What follows belongs to an exercise in optimizing a design on an open flow for small area, a short achievable clock period and few clock cycles per item; a production flow would make more cautious choices.

==> try-ember: inputs <==
==> flow/design.v (excerpt) <==
module sha_256 #(parameter input_width = 24) (clk, rst, in_valid, in_ready, data_in, out_valid, digest);
input clk;
input rst;
input in_valid;
output in_ready;
input [input_width-1:0] data_in;
output out_valid;
output [255:0] digest;
reg [3:0] j;         
reg first_q;          
reg rdy_q;            
reg run_q;            
reg nxt_q;            
reg ov_q;
reg [31:0] a_q, b_q, c_q, d_q, e_q, f_q, g_q, h_q;
reg [31:0] w0_q;
reg [31:0] w1_q;
reg [31:0] w2_q;
reg [31:0] w3_q;
reg [31:0] w4_q;
reg [31:0] w5_q;
reg [31:0] w6_q;
reg [31:0] w7_q;
reg [31:0] w8_q;
reg [31:0] w9_q;
reg [31:0] w10_q;
reg [31:0] w11_q;
reg [31:0] w12_q;
reg [31:0] w13_q;
reg [31:0] w14_q;
reg [31:0] w15_q;
assign in_ready = rdy_q;
assign out_valid = ov_q;
assign digest = {a_q, b_q, c_q, d_q, e_q, f_q, g_q, h_q};
wire acc = in_valid & rdy_q;
wire last = (j == 4'd15);
reg [3:0] j_nx;
always @(*) begin
    if (j == 4'd12) j_nx = (run_q | acc) ? 4'd13 : 4'd12;
    else if (j == 4'd15) j_nx = nxt_q ? 4'd0 : 4'd12;
    else j_nx = j + 4'd1;
end
always @(posedge clk) begin
    if (rst) begin
        j <= 4'd12; first_q <= 1'b0; rdy_q <= 1'b1; run_q <= 1'b0; nxt_q <= 1'b0; ov_q <= 1'b0;
    end else begin
        j <= j_nx;
        first_q <= (j_nx == 4'd0);
        rdy_q <= (j_nx == 4'd12);
        if (j == 4'd12) nxt_q <= acc; else if (last) nxt_q <= 1'b0;
        if (last) run_q <= nxt_q;
        ov_q <= last & run_q;
    end
end
wire jd0 = (j == 4'd0);
wire jd1 = (j == 4'd1);
wire jd2 = (j == 4'd2);
  ...
clock: 64.0 ns
lec_check: 0
abc_clock_period_in_ps: 54000
cap_margin: 40
core_margin: 2
core_utilization: 30
place_density: 0.45
setup_slack_margin: 0.5
slew_margin: 40
run.sh (not shown) runs the stock make flow with config.mk's settings and CLKGATE_MAP_FILE= SYNTH_SCRIPT=/design/flow/synth_recipe.tcl, a recipe that flattens the netlist after the stock synthesis.
==> inputs of try-violet, as changes to try-ember <==
--- a/flow/design.v
+++ b/flow/design.v
@@ -1708,11 +1708,11 @@
         4'd14: nw1 = 32'h00000000;
         4'd15: nw1 = 32'h00000000;
         default: nw1 = 32'h0;
     endcase
 end
-wire [31:0] sg1_2 = ({nw0[16:0], nw0[31:17]} ^ {nw0[18:0], nw0[31:19]} ^ (nw0 >> 10));
+wire [31:0] sg1_2 = ({cw0[16:0], cw0[31:17]} ^ {cw0[18:0], cw0[31:19]} ^ (cw0 >> 10));
 wire [31:0] sg0_2 = ({w3_q[6:0], w3_q[31:7]} ^ {w3_q[17:0], w3_q[31:18]} ^ (w3_q >> 3));
 wire [31:0] q2_s = w2_q ^ w11_q ^ sg0_2;
 wire [31:0] q2_m = (w2_q & w11_q) | (sg0_2 & (w2_q | w11_q));
 wire [31:0] q2_c = {q2_m[30:0], 1'b0};
 wire [31:0] r2_s = q2_s ^ q2_c ^ sg1_2;
@@ -1739,11 +1739,11 @@
         4'd14: nw2 = 32'h00000000;
         4'd15: nw2 = 32'h00000000;
         default: nw2 = 32'h0;
     endcase
 end
-wire [31:0] sg1_3 = ({nw1[16:0], nw1[31:17]} ^ {nw1[18:0], nw1[31:19]} ^ (nw1 >> 10));
+wire [31:0] sg1_3 = ({cw1[16:0], cw1[31:17]} ^ {cw1[18:0], cw1[31:19]} ^ (cw1 >> 10));
 wire [31:0] sg0_3 = ({w4_q[6:0], w4_q[31:7]} ^ {w4_q[17:0], w4_q[31:18]} ^ (w4_q >> 3));
 wire [31:0] q3_s = w3_q ^ w12_q ^ sg0_3;
 wire [31:0] q3_m = (w3_q & w12_q) | (sg0_3 & (w3_q | w12_q));
 wire [31:0] q3_c = {q3_m[30:0], 1'b0};
 wire [31:0] r3_s = q3_s ^ q3_c ^ sg1_3;
==> flow/flow/run.sh (new file) <==
#!/bin/bash
# The standard layout (standard synthesis unchanged), with the resizer's setup repair
# asked for a larger slack margin so that it works on the long round paths.
set -euo pipefail
bash standard.sh SETUP_SLACK_MARGIN=50 finish > standard_flow.log 2>&1
==> flow/standard.sh (new file) <==
#!/bin/bash
# synth_recipe.tcl (not shown) runs the flow's synth.tcl, then flattens the netlist and writes it again
# the make line also repeats each setting of config.mk as NAME=value (left out here)
make -C /OpenROAD-flow-scripts/flow DESIGN_CONFIG=/design/flow/config.mk WORK_HOME=/design/flow/orfs CLKGATE_MAP_FILE= SYNTH_SCRIPT=/design/flow/synth_recipe.tcl "${@:-finish}"
==> flow/config.mk (replaced) <==
export PLATFORM = sky130hd
export DESIGN_NAME = sha_256
export DESIGN_NICKNAME = sha_256
export VERILOG_FILES = /design/flow/design.v
export SDC_FILE = /design/flow/constraint.sdc
export NUM_CORES = 8
export LEC_CHECK = 0
export CAP_MARGIN = 40
export CORE_MARGIN = 2
export CORE_UTILIZATION = 40
export PLACE_DENSITY = 0.55
export SLEW_MARGIN = 40
removed: flow/run.sh
==> qor summary <==
metric	try-violet	try-ember
Final Instance Count excl. Fillers	12.5k	12.7k
Row count	164	188
Min-delay src	w5_q[16]$_DFF_P_	w6_q[3]$_DFF_P_
Fmax	51.6 MHz	43.4 MHz
Share of synthesized cell area in full adder, half adder and majority cells	33.2%	33.8%
Non-clock buffering overhead in the final layout	11.6%	5.60%
Via count of the first global-routing pass	69.7k	64.9k
Routed vias	71.7k	65.3k
Met2 usage	72.1%	57.1%
Via-per-instance ratio	5.76	5.15
Final hold slack	263 ps	287 ps
Final worst path period share	30.3%	36.0%
Run status	complete, no violations	complete, no violations
Met2 Routed Length	212 mm	219 mm
Count of multi-input gates	6237	6120
Width of the die	451 um	517 um
Die ar.	204000 um^2	267000 um^2
Met1 routing resource usage after global routing	51.9%	42.4%
Filler cell count in the final layout	18.7k	27.0k
No run of this note included a check of the RTL's function; only the layout flow was run.

-- separate check: timing with driven ports --
In the flow no input, the clock included, has a driving cell. The finished layouts below were timed again as built, in two steps.
Step 1, drivers: a clkbuf_16 drives clk and a buf_2 each remaining input, both assumed.
Step 2 also shifts input and output timing later by t, the mid clock arrival at the registers, as if the neighbouring blocks saw the same clock.
Three values: ideal ports, drivers, drivers and shift; two values: the first two.
run	t, ns	setup WS [ns]	hold slack, ns	cell pins on the clock port's net
try-ember	0.895	40.950 / 40.950 / 40.950	0.287 / 0.287 / 0.287	1
try-violet	0.915	44.629 / 44.629 / 44.629	0.263 / 0.263 / 0.263	1
After both steps setup and hold are still met in every run listed.
